Source: an optimization exercise on an open RTL-to-GDS flow (aim: small area). Production flows keep margins and buffers that such runs may drop. Only simulation tests tie the RTL to the original design; equivalence was not proved.

==> run a: inputs <==
## fir_filter
module fir_filter (
    input CLK_Filter,
    input rst_n,
    input wire [7:0] filter_in,
    output wire [19:0] filter_out
);
  reg [7:0] d0;
  reg [7:0] d1;
  reg [7:0] d2;
  reg [7:0] d3;
  reg [7:0] d4;
  reg [7:0] d5;
  reg [7:0] d6;
  reg [7:0] d7;
  reg [7:0] d8;
  reg [7:0] d9;
  reg [7:0] d10;
  reg [7:0] d11;
  reg [7:0] d12;
  reg [7:0] d13;
  reg [7:0] d14;
  reg [7:0] d15;
  reg [7:0] d16;
  reg [7:0] d17;
  reg [7:0] d18;
  reg [7:0] d19;
  reg [7:0] d20;
  reg [7:0] d21;
  reg [7:0] d22;
  reg [7:0] d23;
  reg [7:0] d24;
  reg [19:0] q;
  reg [1:0] st;
  always @(posedge CLK_Filter or negedge rst_n) begin
    if (!rst_n) st <= 2'd0;
    else st <= {st[1] | st[0], st[1] | ~st[0]};
  end
  wire en = st[1] & st[0];
  wire [7:0] en8 = {8{en}};
  always @(posedge CLK_Filter) begin
    d0 <= filter_in;
    d1 <= d0;
    d2 <= d1;
    d3 <= ~(d2 & en8);
    d4 <= d3;
  ...
Settings: LEC_CHECK=0, CAP_MARGIN=20, CORE_MARGIN=2, CORE_UTILIZATION=70, GPL_TIMING_DRIVEN=0, SLEW_MARGIN=20, SYNTH_HIERARCHICAL=1, SYNTH_MINIMUM_KEEP_SIZE=0; clock period 8.0 ns.
standard.sh (not shown) runs the stock make flow with config.mk's settings and CLKGATE_MAP_FILE= SYNTH_SCRIPT=/design/flow/synth_recipe.tcl, a recipe that flattens the netlist after the stock synthesis.
==> flow/flow/run.sh <==
#!/bin/bash
# The standard ORFS flow (the standard.sh) with two arguments changed:
# the port buffers use the smallest buffer cell, and the clock tree is built
# from smaller clusters of smaller buffers, without dummy loads.
set -euo pipefail
bash standard.sh \
  'BUFFER_PORTS_ARGS=-buffer_cell sky130_fd_sc_hd__buf_1' \
  'CTS_ARGS=-sink_clustering_enable -repair_clock_nets -sink_clustering_size 16 -sink_clustering_max_diameter 80 -sink_buffer_max_cap_derate 1.0 -buf_list {sky130_fd_sc_hd__clkbuf_8} -dont_use_dummy_load' \
  finish > standard.log 2>&1
==> run b: changes against run a <==
--- a/flow/design.v
+++ b/flow/design.v
@@ -570,19 +570,19 @@
   fir_fa us502 (.a(s500), .b(n286), .ci(c495), .s(s502), .co(c503));
   wire s504, c505;
   fir_fa us504 (.a(n287), .b(s502), .ci(c497), .s(s504), .co(c505));
   wire s506, c507;
   fir_fa us506 (.a(q[14]), .b(c501), .ci(c503), .s(s506), .co(c507));
   wire s508, c509;
-  fir_ha us508 (.a(q[15]), .b(c507), .s(s508), .co(c509));
+  fir_fa us508 (.a(q[15]), .b(c507), .ci(1'b1), .s(s508), .co(c509));
   wire s510, c511;
-  fir_ha us510 (.a(q[16]), .b(c509), .s(s510), .co(c511));
+  fir_fa us510 (.a(q[16]), .b(c509), .ci(1'b1), .s(s510), .co(c511));
   wire s512, c513;
-  fir_ha us512 (.a(q[17]), .b(c511), .s(s512), .co(c513));
+  fir_fa us512 (.a(q[17]), .b(c511), .ci(1'b1), .s(s512), .co(c513));
   wire s514, c515;
-  fir_ha us514 (.a(q[18]), .b(c513), .s(s514), .co(c515));
+  fir_fa us514 (.a(q[18]), .b(c513), .ci(1'b1), .s(s514), .co(c515));
   wire s516, c517;
   fir_fa us516 (.a(q[19]), .b(c515), .ci(1'b1), .s(s516), .co(c517));
   wire s518, c519;
   fir_ha us518 (.a(s318), .b(s320), .s(s518), .co(c519));
   wire s520, c521;
   fir_fa us520 (.a(s336), .b(c519), .ci(s338), .s(s520), .co(c521));
@@ -603,51 +603,44 @@
   wire s536, c537;
   fir_ha us536 (.a(s498), .b(c489), .s(s536), .co(c537));
   wire s538, c539;
   fir_ha us538 (.a(s504), .b(c499), .s(s538), .co(c539));
   wire s540, c541;
   fir_ha us540 (.a(s506), .b(c505), .s(s540), .co(c541));
-  wire n542 = ~s508;
-  wire n543 = ~s510;
-  wire n544 = ~s512;
-  wire n545 = ~s514;
-  wire g546 = c533 | (s532 & c531);
-  wire g547 = c537 | (s536 & c535);
-  wire a548 = s536 & s534;
-  wire g549 = c541 | (s540 & c539);
-  wire a550 = s540 & s538;
-  wire g551 = s510 | (n543 & s508);
-  wire a552 = n543 & n542;
-  wire g553 = s514 | (n545 & s512);
-  wire a554 = n545 & n544;
-  wire g555 = c535 | (s534 & g546);
-  wire g556 = g547 | (a548 & g546);
-  wire g557 = s508 | (n542 & g549);
-  wire a558 = n542 & a550;
-  wire g559 = g551 | (a552 & g549);
-  wire a560 = a552 & a550;
-  wire a561 = s516 & g553;
-  wire a562 = s516 & a554;
-  wire g563 = c539 | (s538 & g556);
-  wire g564 = g549 | (a550 & g556);
-  wire g565 = g557 | (a558 & g556);
-  wire g566 = g559 | (a560 & g556);
-  wire g567 = s512 | (n544 & g566);
-  wire g568 = g553 | (a554 & g566);
-  wire g569 = a561 | (a562 & g566);
-  wire o570 = s532 ^ c531;
-  wire o571 = s534 ^ g546;
-  wire o572 = s536 ^ g555;
-  wire o573 = s538 ^ g556;
-  wire o574 = s540 ^ g563;
-  wire o575 = n542 ^ g564;
-  wire o576 = n543 ^ g565;
-  wire o577 = n544 ^ g566;
-  wire o578 = n545 ^ g567;
-  wire o579 = s516 ^ g568;
-  wire [19:0] y = {o579, o578, o577, o576, o575, o574, o573, o572, o571, o570, s530, s528, s526, s524, s522, s520, s518, s308, s296, s288};
+  wire g542 = c533 | (s532 & c531);
+  wire g543 = c537 | (s536 & c535);
+  wire a544 = s536 & s534;
+  wire g545 = c541 | (s540 & c539);
+  wire a546 = s540 & s538;
+  wire a547 = s510 & s508;
+  wire a548 = s514 & s512;
+  wire g549 = c535 | (s534 & g542);
+  wire g550 = g543 | (a544 & g542);
+  wire a551 = s508 & g545;
+  wire a552 = s508 & a546;
+  wire a553 = a547 & g545;
+  wire a554 = a547 & a546;
+  wire a555 = s516 & a548;
+  wire g556 = c539 | (s538 & g550);
+  wire g557 = g545 | (a546 & g550);
+  wire g558 = a551 | (a552 & g550);
+  wire g559 = a553 | (a554 & g550);
+  wire a560 = s512 & g559;
+  wire a561 = a548 & g559;
+  wire a562 = a555 & g559;
+  wire o563 = s532 ^ c531;
+  wire o564 = s534 ^ g542;
+  wire o565 = s536 ^ g549;
+  wire o566 = s538 ^ g550;
+  wire o567 = s540 ^ g556;
+  wire o568 = s508 ^ g557;
+  wire o569 = s510 ^ g558;
+  wire o570 = s512 ^ g559;
+  wire o571 = s514 ^ a560;
+  wire o572 = s516 ^ a561;
+  wire [19:0] y = {o572, o571, o570, o569, o568, o567, o566, o565, o564, o563, s530, s528, s526, s524, s522, s520, s518, s308, s296, s288};
   always @(posedge CLK_Filter or negedge rst_n) begin
     if (!rst_n) q <= 20'd0;
     else q <= y & {20{en}};
   end
   assign filter_out = q;
 endmodule
==> flow/flow/run.sh (replaced) <==
#!/bin/bash
# The standard ORFS flow (the standard.sh) with two arguments changed:
# the port buffers use the smallest buffer cell, and the clock tree is built
# from smaller clusters of smaller buffers, without dummy loads.
set -euo pipefail
bash standard.sh \
  'BUFFER_PORTS_ARGS=-buffer_cell sky130_fd_sc_hd__buf_1' \
  'CTS_ARGS=-sink_clustering_enable -repair_clock_nets -sink_clustering_size 20 -sink_clustering_max_diameter 100 -sink_buffer_max_cap_derate 1.0 -buf_list {sky130_fd_sc_hd__clkbuf_8} -dont_use_dummy_load' \
  finish > standard.log 2>&1
==> qor summary <==
item	run a	run b
Outcome	timing/DRC/antenna clean	timing/DRC/antenna clean
Worst Hold Launch	d1[2]	d1[4]
Dpl hpwl	17000 um	16600 um
First-pass GRT wire length	33100 um	31700 um
Area Growth Syn to Fin	6.11%	6.10%
R2R setup slack	0.22 ns	0.23 ns
Clock transition at the registers of the reported paths	0.09 ns	0.12 ns
Clock insertion delay at the later pin of the skew report	0.51 ns	0.50 ns
Signal arrival time at the worst endpoint	8.17 ns	8.11 ns
Routed metal-1 wire length	7290 um	7350 um
Final non-filler cell total	880	879
FF-to-FF End	q[14]	q[18]
Worst setup slack after layout	0.219 ns	0.235 ns
Post-route cell area	10900 um2	10900 um2
Global routing usage on met3	3.72%	3.59%
Reg-to-reg startpoint	d11[0]	d4[0]
Actual transition at the worst max-transition pin	0.929 ns	0.776 ns
Terminating pin of the worst hold path	d2[2]	d2[4]
Fraction of standard cell area that is sequential	41.7%	41.7%
Global routing usage on met2	51.3%	48.1%
Max Fanout on Critical Path	3	5
Final hold slack	0.334 ns	0.330 ns
Compound-cell area share of the yosys netlist	0.499%	0.608%
Mean post-synth cell area	16.0 um2	16.1 um2

========
==> build 27 <==
fir_filter with an RTL version that a note above also has.
==> flow/design.v (excerpt) <==
module fir_filter (
    input CLK_Filter,
    input rst_n,
    input wire [7:0] filter_in,
    output wire [19:0] filter_out
);
  reg [7:0] d0;
  reg [7:0] d1;
  reg [7:0] d2;
  reg [7:0] d3;
  reg [7:0] d4;
  reg [7:0] d5;
  reg [7:0] d6;
  reg [7:0] d7;
  reg [7:0] d8;
  reg [7:0] d9;
  reg [7:0] d10;
  reg [7:0] d11;
  reg [7:0] d12;
  reg [7:0] d13;
  reg [7:0] d14;
  reg [7:0] d15;
  reg [7:0] d16;
  reg [7:0] d17;
  reg [7:0] d18;
  reg [7:0] d19;
  reg [7:0] d20;
  reg [7:0] d21;
  reg [7:0] d22;
  reg [7:0] d23;
  reg [7:0] d24;
  reg [19:0] q;
  reg [1:0] st;
  always @(posedge CLK_Filter or negedge rst_n) begin
    if (!rst_n) st <= 2'd0;
    else st <= {st[1] | st[0], st[1] | ~st[0]};
  end
  wire en = st[1] & st[0];
  wire [7:0] en8 = {8{en}};
  always @(posedge CLK_Filter) begin
    d0 <= filter_in;
    d1 <= d0;
    d2 <= d1;
    d3 <= ~(d2 & en8);
    d4 <= d3;
    d5 <= d4;
    d6 <= ~(d5 | ~en8);
    d7 <= d6;
    d8 <= d7;
    d9 <= ~(d8 & en8);
    d10 <= d9;
    d11 <= d10;
    d12 <= ~(d11 | ~en8);
    d13 <= d12;
    d14 <= ~(d13 & en8);
    d15 <= ~(d14 | ~en8);
    d16 <= d15;
    d17 <= d16;
    d18 <= ~(d17 & en8);
    d19 <= d18;
    d20 <= d19;
    d21 <= ~(d20 | ~en8);
    d22 <= d21;
    d23 <= d22;
    d24 <= ~(d23 & en8);
  end
  wire s0, c1;
  fir_ha us0 (.a(d4[0]), .b(d22[0]), .s(s0), .co(c1));
  wire s2, c3;
  fir_fa us2 (.a(d4[1]), .b(d22[1]), .ci(c1), .s(s2), .co(c3));
  wire s4, c5;
  fir_fa us4 (.a(d4[2]), .b(d22[2]), .ci(c3), .s(s4), .co(c5));
  wire s6, c7;
  fir_fa us6 (.a(d4[3]), .b(d22[3]), .ci(c5), .s(s6), .co(c7));
  wire s8, c9;
  fir_fa us8 (.a(d4[4]), .b(d22[4]), .ci(c7), .s(s8), .co(c9));
  wire s10, c11;
  fir_fa us10 (.a(d4[5]), .b(d22[5]), .ci(c9), .s(s10), .co(c11));
  wire s12, c13;
  fir_fa us12 (.a(d4[6]), .b(d22[6]), .ci(c11), .s(s12), .co(c13));
  wire s14, c15;
  fir_fa us14 (.a(d4[7]), .b(d22[7]), .ci(c13), .s(s14), .co(c15));
  wire s16, c17;
  fir_ha us16 (.a(d5[0]), .b(d21[0]), .s(s16), .co(c17));
  wire s18, c19;
  fir_fa us18 (.a(d5[1]), .b(d21[1]), .ci(c17), .s(s18), .co(c19));
  ...
Settings: LEC_CHECK=0, CAP_MARGIN=20, CORE_MARGIN=2, CORE_UTILIZATION=70, GPL_TIMING_DRIVEN=0, SLEW_MARGIN=20, SYNTH_HIERARCHICAL=1, SYNTH_MINIMUM_KEEP_SIZE=0; clock period 8.0 ns.
==> flow/flow/run.sh <==
#!/bin/bash
# The standard ORFS flow (the standard.sh) with two arguments changed:
# the port buffers use the smallest buffer cell, and the clock tree is built
# from smaller clusters of smaller buffers, without dummy loads.
set -euo pipefail
bash standard.sh \
  'BUFFER_PORTS_ARGS=-buffer_cell sky130_fd_sc_hd__buf_1' \
  'CTS_ARGS=-sink_clustering_enable -repair_clock_nets -sink_clustering_size 16 -sink_clustering_max_diameter 80 -sink_buffer_max_cap_derate 1.0 -buf_list {sky130_fd_sc_hd__clkbuf_8} -dont_use_dummy_load' \
  finish > standard.log 2>&1
==> build 15 (differences from build 27) <==
--- a/flow/design.v
+++ b/flow/design.v
@@ -590,57 +590,65 @@
   fir_ha us522 (.a(c521), .b(s360), .s(s522), .co(c523));
   wire s524, c525;
   fir_ha us524 (.a(c523), .b(s384), .s(s524), .co(c525));
   wire s526, c527;
   fir_fa us526 (.a(c385), .b(c525), .ci(s408), .s(s526), .co(c527));
   wire s528, c529;
-  fir_fa us528 (.a(c409), .b(s432), .ci(c527), .s(s528), .co(c529));
+  fir_ha us528 (.a(c409), .b(s432), .s(s528), .co(c529));
   wire s530, c531;
-  fir_fa us530 (.a(c433), .b(s454), .ci(c529), .s(s530), .co(c531));
+  fir_ha us530 (.a(c433), .b(s454), .s(s530), .co(c531));
   wire s532, c533;
   fir_ha us532 (.a(c455), .b(s472), .s(s532), .co(c533));
   wire s534, c535;
   fir_ha us534 (.a(c473), .b(s488), .s(s534), .co(c535));
   wire s536, c537;
   fir_ha us536 (.a(s498), .b(c489), .s(s536), .co(c537));
   wire s538, c539;
   fir_ha us538 (.a(s504), .b(c499), .s(s538), .co(c539));
   wire s540, c541;
   fir_ha us540 (.a(s506), .b(c505), .s(s540), .co(c541));
-  wire g542 = c533 | (s532 & c531);
-  wire g543 = c537 | (s536 & c535);
-  wire a544 = s536 & s534;
-  wire g545 = c541 | (s540 & c539);
-  wire a546 = s540 & s538;
-  wire a547 = s510 & s508;
-  wire a548 = s514 & s512;
-  wire g549 = c535 | (s534 & g542);
-  wire g550 = g543 | (a544 & g542);
-  wire a551 = s508 & g545;
-  wire a552 = s508 & a546;
-  wire a553 = a547 & g545;
-  wire a554 = a547 & a546;
-  wire a555 = s516 & a548;
-  wire g556 = c539 | (s538 & g550);
-  wire g557 = g545 | (a546 & g550);
-  wire g558 = a551 | (a552 & g550);
-  wire g559 = a553 | (a554 & g550);
-  wire a560 = s512 & g559;
-  wire a561 = a548 & g559;
-  wire a562 = a555 & g559;
-  wire o563 = s532 ^ c531;
-  wire o564 = s534 ^ g542;
-  wire o565 = s536 ^ g549;
-  wire o566 = s538 ^ g550;
-  wire o567 = s540 ^ g556;
-  wire o568 = s508 ^ g557;
-  wire o569 = s510 ^ g558;
-  wire o570 = s512 ^ g559;
-  wire o571 = s514 ^ a560;
-  wire o572 = s516 ^ a561;
-  wire [19:0] y = {o572, o571, o570, o569, o568, o567, o566, o565, o564, o563, s530, s528, s526, s524, s522, s520, s518, s308, s296, s288};
+  wire g542 = c529 | (s528 & c527);
+  wire g543 = c533 | (s532 & c531);
+  wire a544 = s532 & s530;
+  wire g545 = c537 | (s536 & c535);
+  wire a546 = s536 & s534;
+  wire g547 = c541 | (s540 & c539);
+  wire a548 = s540 & s538;
+  wire a549 = s510 & s508;
+  wire a550 = s514 & s512;
+  wire g551 = c531 | (s530 & g542);
+  wire g552 = g543 | (a544 & g542);
+  wire g553 = c539 | (s538 & g545);
+  wire a554 = s538 & a546;
+  wire g555 = g547 | (a548 & g545);
+  wire a556 = a548 & a546;
+  wire a557 = s512 & a549;
+  wire a558 = a550 & a549;
+  wire g559 = c535 | (s534 & g552);
+  wire g560 = g545 | (a546 & g552);
+  wire g561 = g553 | (a554 & g552);
+  wire g562 = g555 | (a556 & g552);
+  wire a563 = s516 & a558;
+  wire a564 = s508 & g562;
+  wire a565 = a549 & g562;
+  wire a566 = a557 & g562;
+  wire a567 = a558 & g562;
+  wire a568 = a563 & g562;
+  wire o569 = s528 ^ c527;
+  wire o570 = s530 ^ g542;
+  wire o571 = s532 ^ g551;
+  wire o572 = s534 ^ g552;
+  wire o573 = s536 ^ g559;
+  wire o574 = s538 ^ g560;
+  wire o575 = s540 ^ g561;
+  wire o576 = s508 ^ g562;
+  wire o577 = s510 ^ a564;
+  wire o578 = s512 ^ a565;
+  wire o579 = s514 ^ a566;
+  wire o580 = s516 ^ a567;
+  wire [19:0] y = {o580, o579, o578, o577, o576, o575, o574, o573, o572, o571, o570, o569, s526, s524, s522, s520, s518, s308, s296, s288};
   always @(posedge CLK_Filter or negedge rst_n) begin
     if (!rst_n) q <= 20'd0;
     else q <= y & {20{en}};
   end
   assign filter_out = q;
 endmodule
- CORE_UTILIZATION: 70 -> 75
==> trial 35 (differences from build 27) <==
- ABC_AREA: not set -> 1
==> qor summary <==
item	trial 35	build 15	build 27
Run status	timing/DRC/antenna clean	timing/DRC/antenna clean	timing/DRC/antenna clean
Relative area of non-clock buffer cells in the final design	1.40%	1.75%	1.51%
Clock-pin slew of the registers on the worst-case setup and hold paths	0.10 ns	0.10 ns	0.11 ns
Die H	126 um	122 um	125 um
Proportion of cell area spent on the clock network	2.13%	2.22%	2.14%
Worst endpoint required time	8.40 ns	8.38 ns	8.39 ns
Synthesized-area fraction occupied by ao, oa, aoi and oai cells	0.410%	1.28%	0.608%
Worst Clk Skew	0.0228 ns	0.0624 ns	0.0438 ns
Share of the final layout cell area in multi-input gates	50.9%	52.0%	51.4%
Slack of the worst reg-to-reg path	0.17 ns	0.17 ns	0.24 ns
Number of resized instances in the post-cts repair step	0	6	3
Non-clock inverter count	58	36	35

separate check: timing with driven ports:
The flow's constraints put no driver on any port. The routed layouts listed below were extracted and timed again, unchanged, in two steps.
Step 1 sets driving cells, clkbuf_16 on the clock port and buf_2 on the other inputs (assumed; they add their load-dependent delay and slew).
Step 2 moves the port delays by t, midway between the first and last clock arrival at a register: inputs arrive t later, outputs are due t later. That takes back most of the time a late clock gives input paths.
a / b / c = ideal / step 1 / step 2; a / b = the first two.
run | shift t [ns] | slack for setup (ns) | hold WS [ns] | latest minus earliest clock arrival (ns) | worst slew at a driven data input, ns
run a | 0.541 | 0.219 / 0.219 / 0.219 | 0.334 / 0.334 / 0.334 | 0.020 / 0.020 | 0.03
run b | 0.518 | 0.235 / 0.235 / 0.235 | 0.330 / 0.330 / 0.330 | 0.035 / 0.035 | 0.03
build 27 | 0.530 | 0.243 / 0.243 / 0.243 | 0.317 / 0.317 / 0.317 | 0.044 / 0.045 | 0.03
build 15 | 0.546 | 0.167 / 0.167 / 0.167 | 0.329 / 0.329 / 0.329 | 0.070 / 0.070 | 0.04
trial 35 | 0.540 | 0.173 / 0.173 / 0.173 | 0.328 / 0.328 / 0.328 | 0.023 / 0.023 | 0.03
After both steps every run listed still meets setup and hold.
